What follows belongs to an exercise in optimizing a design on an open flow for small area; a production flow would make more cautious choices. Only simulation tests tie the RTL to the original design; equivalence was not proved. Power and IR drop assume default switching activity.

== run 1 ==
// top
module top(
input btnL,
input btnR,
input rst,
input clk,
output [11:0] rgb,
output hsync,
output vsync
    );
Size in the first run: roughly 610 cells after synthesis, roughly 92 flip-flops, about 18 I/O pins, ~0.0049 mm² of cells after synthesis.
export LEC_CHECK = 0
export ABC_AREA = 1
export CAP_MARGIN = 20
export CORE_MARGIN = 2
export CORE_UTILIZATION = 40
export CTS_BUF_LIST = sky130_fd_sc_hd__clkbuf_8
export SLEW_MARGIN = 20
create_clock -name core_clock -period 10.0 [get_ports {clk}]
standard.sh (not shown) runs the stock make flow with config.mk's settings and CLKGATE_MAP_FILE= SYNTH_SCRIPT=/design/flow/synth_recipe.tcl, a recipe that flattens the netlist after the stock synthesis.
==> flow/flow/run.sh <==
#!/bin/bash
# Own layout flow: the standard ORFS flow (standard.sh), with
#  - an area-oriented ABC mapping script (flow/abc_area.script) in place of
#    ORFS's, and no separate half/full-adder extraction before ABC,
#  - port buffers made of the smallest buffer,
#  - clock tree synthesis without dummy loads.
# The registers, their names and cell types are the standard synthesis's.
set -euo pipefail
W=$(pwd)
rm -rf "$W/scripts"
cp -r "$FLOW_HOME/scripts" "$W/scripts"
cp "$W/flow/abc_area.script" "$W/scripts/abc_area.script"
bash "$W/standard.sh" \
    SCRIPTS_DIR="$W/scripts" \
    ABC_AREA=1 \
    ADDER_MAP_FILE= \
    BUFFER_PORTS_ARGS="-buffer_cell sky130_fd_sc_hd__buf_1" \
    CTS_ARGS="-sink_clustering_enable -repair_clock_nets -root_buf sky130_fd_sc_hd__clkbuf_16 -buf_list sky130_fd_sc_hd__clkbuf_2 -dont_use_dummy_load" \
    finish > "$W/orfs_make.log" 2>&1
==> flow/flow/abc_area.script <==
strash
dc2
dch
amap
topo
Run 1 finished every stage and its layout cleared the timing, DRC and antenna checks.
Inputs modified between run 1 and run 2:
--- a/flow/flow/run.sh
+++ b/flow/flow/run.sh
@@ -17,3 +17,3 @@
     BUFFER_PORTS_ARGS="-buffer_cell sky130_fd_sc_hd__buf_1" \
-    CTS_ARGS="-sink_clustering_enable -repair_clock_nets -root_buf sky130_fd_sc_hd__clkbuf_16 -buf_list sky130_fd_sc_hd__clkbuf_2 -dont_use_dummy_load" \
+    CTS_ARGS="-sink_clustering_enable -repair_clock_nets -buf_list {sky130_fd_sc_hd__clkbuf_4 sky130_fd_sc_hd__clkbuf_8} -dont_use_dummy_load -sink_clustering_size 15" \
     finish > "$W/orfs_make.log" 2>&1
Results
- No stage failed in run 2, and the final checks on the layout all came back clean.
- On post-route worst setup slack, the lower figure sits with run 2, not run 1.
- Compared with run 1, run 2 shows largest vdd supply drop higher by 22 µV.
- Run 2 against run 1: net switching fraction of the power grew by 2.1 points; via count stayed essentially flat; final core utilization has decreased.
- Run 2 -> run 1: number of port buffers delta 0, exact match
- Changes observed in run 2 relative to run 1: sequential cell fraction of total power now sits higher; sum of internal, switching and leakage power has decreased; final instance area moved down.
- Average routed wire per standard cell essentially unchanged between run 1 and run 2.
- Run 2 can be clocked slower than run 1.
What run 3 does differently from run 2 at the input level:
--- a/flow/flow/run.sh
+++ b/flow/flow/run.sh
@@ -17,3 +17,3 @@
     BUFFER_PORTS_ARGS="-buffer_cell sky130_fd_sc_hd__buf_1" \
-    CTS_ARGS="-sink_clustering_enable -repair_clock_nets -buf_list {sky130_fd_sc_hd__clkbuf_4 sky130_fd_sc_hd__clkbuf_8} -dont_use_dummy_load -sink_clustering_size 15" \
+    CTS_ARGS="-sink_clustering_enable -repair_clock_nets -buf_list sky130_fd_sc_hd__clkbuf_8 -dont_use_dummy_load -sink_clustering_size 30 -sink_clustering_max_diameter 100" \
     finish > "$W/orfs_make.log" 2>&1
Notes after the runs:
Run 3 finished end to end and its layout was clean on timing, DRC and antenna. Status: first-pass GRT wire length parity (run 2, run 3). Diff run 2..run 3 | number of resized instances in the post-cts repair step | unchanged. Re shortest period the worst path allows: no difference whatsoever between run 2 and run 3.
Setup changes, run 3 to run 4
--- a/flow/flow/run.sh
+++ b/flow/flow/run.sh
@@ -17,3 +17,3 @@
     BUFFER_PORTS_ARGS="-buffer_cell sky130_fd_sc_hd__buf_1" \
-    CTS_ARGS="-sink_clustering_enable -repair_clock_nets -buf_list sky130_fd_sc_hd__clkbuf_8 -dont_use_dummy_load -sink_clustering_size 30 -sink_clustering_max_diameter 100" \
+    CTS_ARGS="-sink_clustering_enable -repair_clock_nets -buf_list sky130_fd_sc_hd__clkbuf_8 -dont_use_dummy_load" \
     finish > "$W/orfs_make.log" 2>&1
==> run notes <==
Run 4 ran to completion and came out clean on the timing, DRC and antenna checks.
Between run 3 and run 4, the difference in critical path required time is negligible.
The slew at the pin closest to its max-slew limit of run 3 and that of run 4 are within noise of each other.
As far as via count goes, run 4 and run 3 are indistinguishable; the numbers are identical.
Fraction of power consumed by the clock network: run 4 vs run 3 — no meaningful difference
From run 3 to run 4, largest vdd supply drop did not move at all.

top again, from the RTL that the note above started with.
==> flow/design.v (excerpt) <==
module top(
input btnL,
input btnR,
input rst,
input clk,
output [11:0] rgb,
output hsync,
output vsync
    );
wire btnLsig, btnRsig;
wire [9:0] x_out;
wire [7:0] yq;
wire [1:0] yr;
wire slow_tick, vid_on;
Clockslow cs(.clk(clk), .rst(rst), .tick(slow_tick));
vga_controller vgacon(
    .clk_100MHz(clk), .reset(rst), .video_on(vid_on),
    .hsync(hsync), .vsync(vsync), .x(x_out), .yq(yq), .yr(yr));
debouncer d1(.btn(btnL), .clk(clk), .rst(rst), .en(slow_tick), .btnsig(btnLsig));
debouncer d0(.btn(btnR), .clk(clk), .rst(rst), .en(slow_tick), .btnsig(btnRsig));
displaycontrol dc(
    .clk_100MHz(clk), .btnL(btnLsig), .btnR(btnRsig), .rst(rst),
    .video_on(vid_on), .x(x_out), .yq(yq), .yr(yr), .rgb(rgb));
endmodule
==> flow/config.mk <==
export PLATFORM = sky130hd
export DESIGN_NAME = top
export DESIGN_NICKNAME = top
export VERILOG_FILES = /design/flow/design.v
export SDC_FILE = /design/flow/constraint.sdc
export NUM_CORES = 4
export LEC_CHECK = 0
export ABC_AREA = 1
export CAP_MARGIN = 20
export CORE_MARGIN = 2
export CORE_UTILIZATION = 40
export CTS_BUF_LIST = sky130_fd_sc_hd__clkbuf_8
export SLEW_MARGIN = 20
==> flow/constraint.sdc <==
create_clock -name core_clock -period 10.0 [get_ports {clk}]
set_input_delay 2.0000 -clock core_clock [delete_from_list [all_inputs] [get_ports {clk}]]
set_output_delay 2.0000 -clock core_clock [all_outputs]
set_load 0.01 [all_outputs]
==> flow/flow/run.sh <==
#!/bin/bash
# Own layout flow: the standard ORFS flow (standard.sh), with
#  - an area-oriented ABC mapping script (flow/abc_area.script) in place of
#    ORFS's, and no separate half/full-adder extraction before ABC,
#  - port buffers made of the smallest buffer,
#  - clock tree synthesis without dummy loads.
# The registers, their names and cell types are the standard synthesis's.
set -euo pipefail
W=$(pwd)
rm -rf "$W/scripts"
cp -r "$FLOW_HOME/scripts" "$W/scripts"
cp "$W/flow/abc_area.script" "$W/scripts/abc_area.script"
bash "$W/standard.sh" \
    SCRIPTS_DIR="$W/scripts" \
    ABC_AREA=1 \
    ADDER_MAP_FILE= \
    BUFFER_PORTS_ARGS="-buffer_cell sky130_fd_sc_hd__buf_1" \
    CTS_ARGS="-sink_clustering_enable -repair_clock_nets -root_buf sky130_fd_sc_hd__clkbuf_8 -tree_buf sky130_fd_sc_hd__clkbuf_4 -buf_list sky130_fd_sc_hd__clkbuf_4 -dont_use_dummy_load" \
    finish > "$W/orfs_make.log" 2>&1
Scripts as last shown in full above: flow/flow/abc_area.script
Edit:
--- a/flow/flow/run.sh
+++ b/flow/flow/run.sh
@@ -18 +18 @@
-    CTS_ARGS="-sink_clustering_enable -repair_clock_nets -root_buf sky130_fd_sc_hd__clkbuf_8 -tree_buf sky130_fd_sc_hd__clkbuf_4 -buf_list sky130_fd_sc_hd__clkbuf_4 -dont_use_dummy_load" \
+    CTS_ARGS="-sink_clustering_enable -repair_clock_nets -root_buf sky130_fd_sc_hd__clkbuf_8 -buf_list sky130_fd_sc_hd__clkbuf_4 -dont_use_dummy_load" \
Result: The new run produced a clean layout; setup slack does not change; synthesized area stays the same; first-iteration DRC count does not change; register-to-register slack barely changes; routed wire length is unchanged.

exp/cedar:
top, a different RTL version from the one above (not shown whole).
For scale: roughly 580 cells after synthesis, about 92 flip-flops, ~18 I/O pins.
make LEC_CHECK=0 CAP_MARGIN=20 CORE_MARGIN=2 CORE_UTILIZATION=40 CTS_BUF_LIST=sky130_fd_sc_hd__clkbuf_8 SLEW_MARGIN=20 finish   # period 10.0 ns
run.sh (not shown) runs the stock make flow with config.mk's settings and CLKGATE_MAP_FILE= SYNTH_SCRIPT=/design/flow/synth_recipe.tcl, a recipe that flattens the netlist after the stock synthesis.
Stock flow here: none of the scripts above is used.
exp/cedar | status: complete | timing, DRC, antenna: pass
What exp/umber does differently from exp/cedar at the input level:
==> flow/flow/run.sh (new file) <==
#!/bin/bash
# Own layout flow: the standard ORFS flow (standard.sh), with
#  - an area-oriented ABC mapping script (flow/abc_area.script) in place of
#    ORFS's, and no separate half/full-adder extraction before ABC,
#  - port buffers made of the smallest buffer,
#  - clock tree synthesis without dummy loads.
# The registers, their names and cell types are the standard synthesis's.
set -euo pipefail
W=$(pwd)
rm -rf "$W/scripts"
cp -r "$FLOW_HOME/scripts" "$W/scripts"
cp "$W/flow/abc_area.script" "$W/scripts/abc_area.script"
bash "$W/standard.sh" \
    SCRIPTS_DIR="$W/scripts" \
    ABC_AREA=1 \
    ADDER_MAP_FILE= \
    BUFFER_PORTS_ARGS="-buffer_cell sky130_fd_sc_hd__buf_1" \
    CTS_ARGS="-sink_clustering_enable -repair_clock_nets -buf_list sky130_fd_sc_hd__clkbuf_8 -dont_use_dummy_load" \
    finish > "$W/orfs_make.log" 2>&1
==> flow/flow/abc_area.script (new file) <==
strash
dc2
dch
amap
topo
==> flow/standard.sh (new file) <==
#!/bin/bash
# synth_recipe.tcl (not shown) runs the flow's synth.tcl, then flattens the netlist and writes it again
# the make line also repeats each setting of config.mk as NAME=value (left out here)
make -C /OpenROAD-flow-scripts/flow DESIGN_CONFIG=/design/flow/config.mk WORK_HOME=/design/flow/orfs CLKGATE_MAP_FILE= SYNTH_SCRIPT=/design/flow/synth_recipe.tcl "${@:-finish}"
diff --git a/flow/config.mk b/flow/config.mk
--- a/flow/config.mk
+++ b/flow/config.mk
@@ -7,2 +7,3 @@
 export LEC_CHECK = 0
+export ABC_AREA = 1
 export CAP_MARGIN = 20
removed: flow/run.sh
--- outcome ---
Taking exp/umber as 1.0, exp/cedar lands at 1.10 on total power after layout.
Compared to exp/cedar, exp/umber has ratio of total power to cell area 3.3 nW/um2 higher.
Diff exp/cedar -> exp/umber: fmax grew by about 20%; maximum clock skew at final layout grew by 0.0060 ns; measured slew at the worst slew-check pin shrank by 0.029 ns.
Diff exp/cedar -> exp/umber: largest net degree at the start of global routing comparable, number of placed I/O pins level.
Floorplan core area: lower on exp/umber
In the tables for exp/cedar and exp/umber, width of the die reads lower with exp/umber.

[port drivers added, routing unchanged]
The flow's constraints put no driver on any port. The routed layouts listed below were extracted and timed again, unchanged, in two steps.
Step 1 (the two cells are an assumption about what drives the block):
set clk [get_ports {clk}]
set_driving_cell -lib_cell sky130_fd_sc_hd__clkbuf_16 $clk
set_driving_cell -lib_cell sky130_fd_sc_hd__buf_2 [delete_from_list [all_inputs] $clk]
Step 2 times the ports against the registers' clock, not the clock port: input delays grow and output delays shrink by t, the midpoint of the rising clock arrivals with the driver on.
Slacks: ideal / step 1 / step 2; pairs: ideal / step 1.
run	shift t [ns]	setup WS [ns]	slew at the worst register clock pin (ns)
run 1	0.379	5.865 / 5.826 / 6.205	0.07 / 0.07
run 2	0.403	5.846 / 5.812 / 6.215	0.09 / 0.09
run 3	0.403	5.846 / 5.812 / 6.215	0.09 / 0.09
run 4	0.403	5.846 / 5.812 / 6.215	0.09 / 0.09
the first run of note 2	0.403	5.846 / 5.812 / 6.215	0.09 / 0.09
the second run of note 2	0.403	5.846 / 5.812 / 6.215	0.09 / 0.09
exp/cedar	0.418	4.981 / 4.946 / 5.364	0.10 / 0.10
exp/umber	0.411	5.858 / 5.821 / 6.140	0.09 / 0.09
After both steps setup and hold are still met in every run listed.
